From an optimization exercise on the open Yosys and OpenROAD flow, aimed at small area; shortcuts taken in it are not production practice. Only simulation tests tie the RTL to the original design; equivalence was not proved. Power and IR drop assume default switching activity.

Setup of middle:
// arith_lite
module arith_lite(
   input  logic        clk_i,
   input  logic        rst_ni,
   input  logic [31:0] inp_a,
   input  logic [31:0] inp_b,
   input  logic [1:0]  op,
   output logic [31:0] sum_o,
   output logic [31:0] mult_o,
   output logic        eq_o
);
   wire [1:0] tag_d = {op[0] ^ op[1], ~op[0]};
   wire       mul1  = op == 2'd1;
   wire [31:0] m1 = mul1 ? {inp_a[30:0], 1'b0} : inp_b;
   logic [31:0] ta_p, ta_g, ta_c, ta_s;
   assign ta_p[0] = inp_a[0] ^ m1[0];
   assign ta_g[0] = inp_a[0] & m1[0];
   assign ta_p[1] = inp_a[1] ^ m1[1];
   assign ta_g[1] = inp_a[1] & m1[1];
   assign ta_p[2] = inp_a[2] ^ m1[2];
   assign ta_g[2] = inp_a[2] & m1[2];
   assign ta_p[3] = inp_a[3] ^ m1[3];
   assign ta_g[3] = inp_a[3] & m1[3];
   assign ta_p[4] = inp_a[4] ^ m1[4];
   assign ta_g[4] = inp_a[4] & m1[4];
   assign ta_p[5] = inp_a[5] ^ m1[5];
   assign ta_g[5] = inp_a[5] & m1[5];
   assign ta_p[6] = inp_a[6] ^ m1[6];
   assign ta_g[6] = inp_a[6] & m1[6];
   assign ta_p[7] = inp_a[7] ^ m1[7];
   assign ta_g[7] = inp_a[7] & m1[7];
   assign ta_p[8] = inp_a[8] ^ m1[8];
   assign ta_g[8] = inp_a[8] & m1[8];
   assign ta_p[9] = inp_a[9] ^ m1[9];
   assign ta_g[9] = inp_a[9] & m1[9];
   assign ta_p[10] = inp_a[10] ^ m1[10];
   assign ta_g[10] = inp_a[10] & m1[10];
   assign ta_p[11] = inp_a[11] ^ m1[11];
   assign ta_g[11] = inp_a[11] & m1[11];
   assign ta_p[12] = inp_a[12] ^ m1[12];
   assign ta_g[12] = inp_a[12] & m1[12];
   assign ta_p[13] = inp_a[13] ^ m1[13];
  ...
Size: about 1100 cells after synthesis, about 130 I/O pins, about 0.013 sq mm of cells after synthesis.
Settings: LEC_CHECK=0, ABC_AREA=0, ABC_CLOCK_PERIOD_IN_PS=100000, CAP_MARGIN=20, CORE_MARGIN=2, CORE_UTILIZATION=40, CTS_BUF_LIST=sky130_fd_sc_hd__clkbuf_8, GPL_TIMING_DRIVEN=0, PLACE_DENSITY=0.5, SLEW_MARGIN=20, SYNTH_HIERARCHICAL=1, SYNTH_MINIMUM_KEEP_SIZE=0; clock period 7.5 ns.
standard.sh (not shown) runs the stock make flow with config.mk's settings and CLKGATE_MAP_FILE= SYNTH_SCRIPT=/design/flow/synth_recipe.tcl, a recipe that flattens the netlist after the stock synthesis.
==> flow/flow/run.sh <==
#!/bin/bash
set -euo pipefail
bash standard.sh 'BUFFER_PORTS_ARGS=-buffer_cell sky130_fd_sc_hd__buf_1' finish > flow_make.log 2>&1
The following lists how north was set up differently from middle:
--- a/flow/design.v
+++ b/flow/design.v
@@ -221,36 +221,34 @@
    al_x2 u_ta_x27 (.a(ta_p[27]), .b(ta_c[27]), .y(ta_s[27]));
    al_x2 u_ta_x28 (.a(ta_p[28]), .b(ta_c[28]), .y(ta_s[28]));
    al_x2 u_ta_x29 (.a(ta_p[29]), .b(ta_c[29]), .y(ta_s[29]));
    al_x2 u_ta_x30 (.a(ta_p[30]), .b(ta_c[30]), .y(ta_s[30]));
    al_x2 u_ta_x31 (.a(ta_p[31]), .b(ta_c[31]), .y(ta_s[31]));
    wire ta_co = ta_G31_0;
    wire eq1 = ~|ta_p;
    wire [31:0] t1 = {ta_s[31:1], (op == 2'd2) ? eq1 : ta_s[0]};
    logic [31:0] a_q, b_q, t_q;
-   logic        m_q;
    logic [1:0]  tag1_q, tag2_q;
    always_ff @(posedge clk_i) begin
       a_q  <= inp_a;
       b_q  <= inp_b;
       t_q  <= t1;
-      m_q  <= mul1;
    end
    always_ff @(posedge clk_i, negedge rst_ni) begin
       if (~rst_ni) begin
          tag1_q <= 2'b00;
          tag2_q <= 2'b00;
       end else begin
          tag1_q <= tag_d;
          tag2_q <= tag1_q;
       end
    end
-   wire mul = m_q;
+   wire mul = tag1_q == 2'b10;
    logic [15:0] s1, s2, s3;
    for (genvar j = 0; j < 16; j++) begin : g_dig
       assign s1[j] = mul &  b_q[2*j] & ~b_q[2*j+1];
       assign s2[j] = mul & ~b_q[2*j] &  b_q[2*j+1];
       if (j == 0) begin : g_row0
          assign s3[j] = ~mul | (b_q[2*j] & b_q[2*j+1]);
       end else begin : g_rown
          assign s3[j] = mul & b_q[2*j] & b_q[2*j+1];
       end
### Flow results
middle reports its capture point of the worst path as rn_q[31] while north reports rn_q[30]. Between north and middle, the filler cell count in the final layout does not differ in any meaningful way. Sequential power across middle and north: no real change. Number of standard cells after synthesis: middle vs north — no meaningful difference. Compared with middle, north shows a share of total power in combinational logic that is 1.3 points higher. Taking middle as the reference point, the total global-route track usage of north rises by 0.42 points. Flip-flop and latch share of the layout cell area ended up 0.32 points lower on north than on middle. Against middle, north comes in 210 higher on via count. Between middle and north, the clock share of power figures differ only marginally. When the final numbers for middle and north were put side by side, the met1 routing resource usage after global routing turned out to be greater in middle. Diff middle and north: static power due to leakage lower in middle. Against middle, north comes in 0.18 mW higher on cell-internal power.

## port drivers added, routing unchanged
The results above use ideal ports. As a check the final layouts listed here were re-extracted and re-timed, cells and wires unchanged. Step 1 assumes that a clkbuf_16 drives the clock port and a buf_2 every other input. Step 2 moves the port delays by t, midway between the first and last clock arrival at a register: inputs arrive t later, outputs are due t later. That takes back most of the time a late clock gives input paths. a / b / c = no drivers / after step 1 / after step 2; a / b = the first two.
run | shift t [ns] | setup WS [ns] | hold slack, ns | pins driven straight from the clock port
middle | 0.542 | 0.332 / 0.332 / 0.332 | 0.355 / 0.355 / 0.355 | 1
north | 0.546 | 0.388 / 0.388 / 0.388 | 0.398 / 0.398 / 0.398 | 1
After both steps every run listed still meets setup and hold.
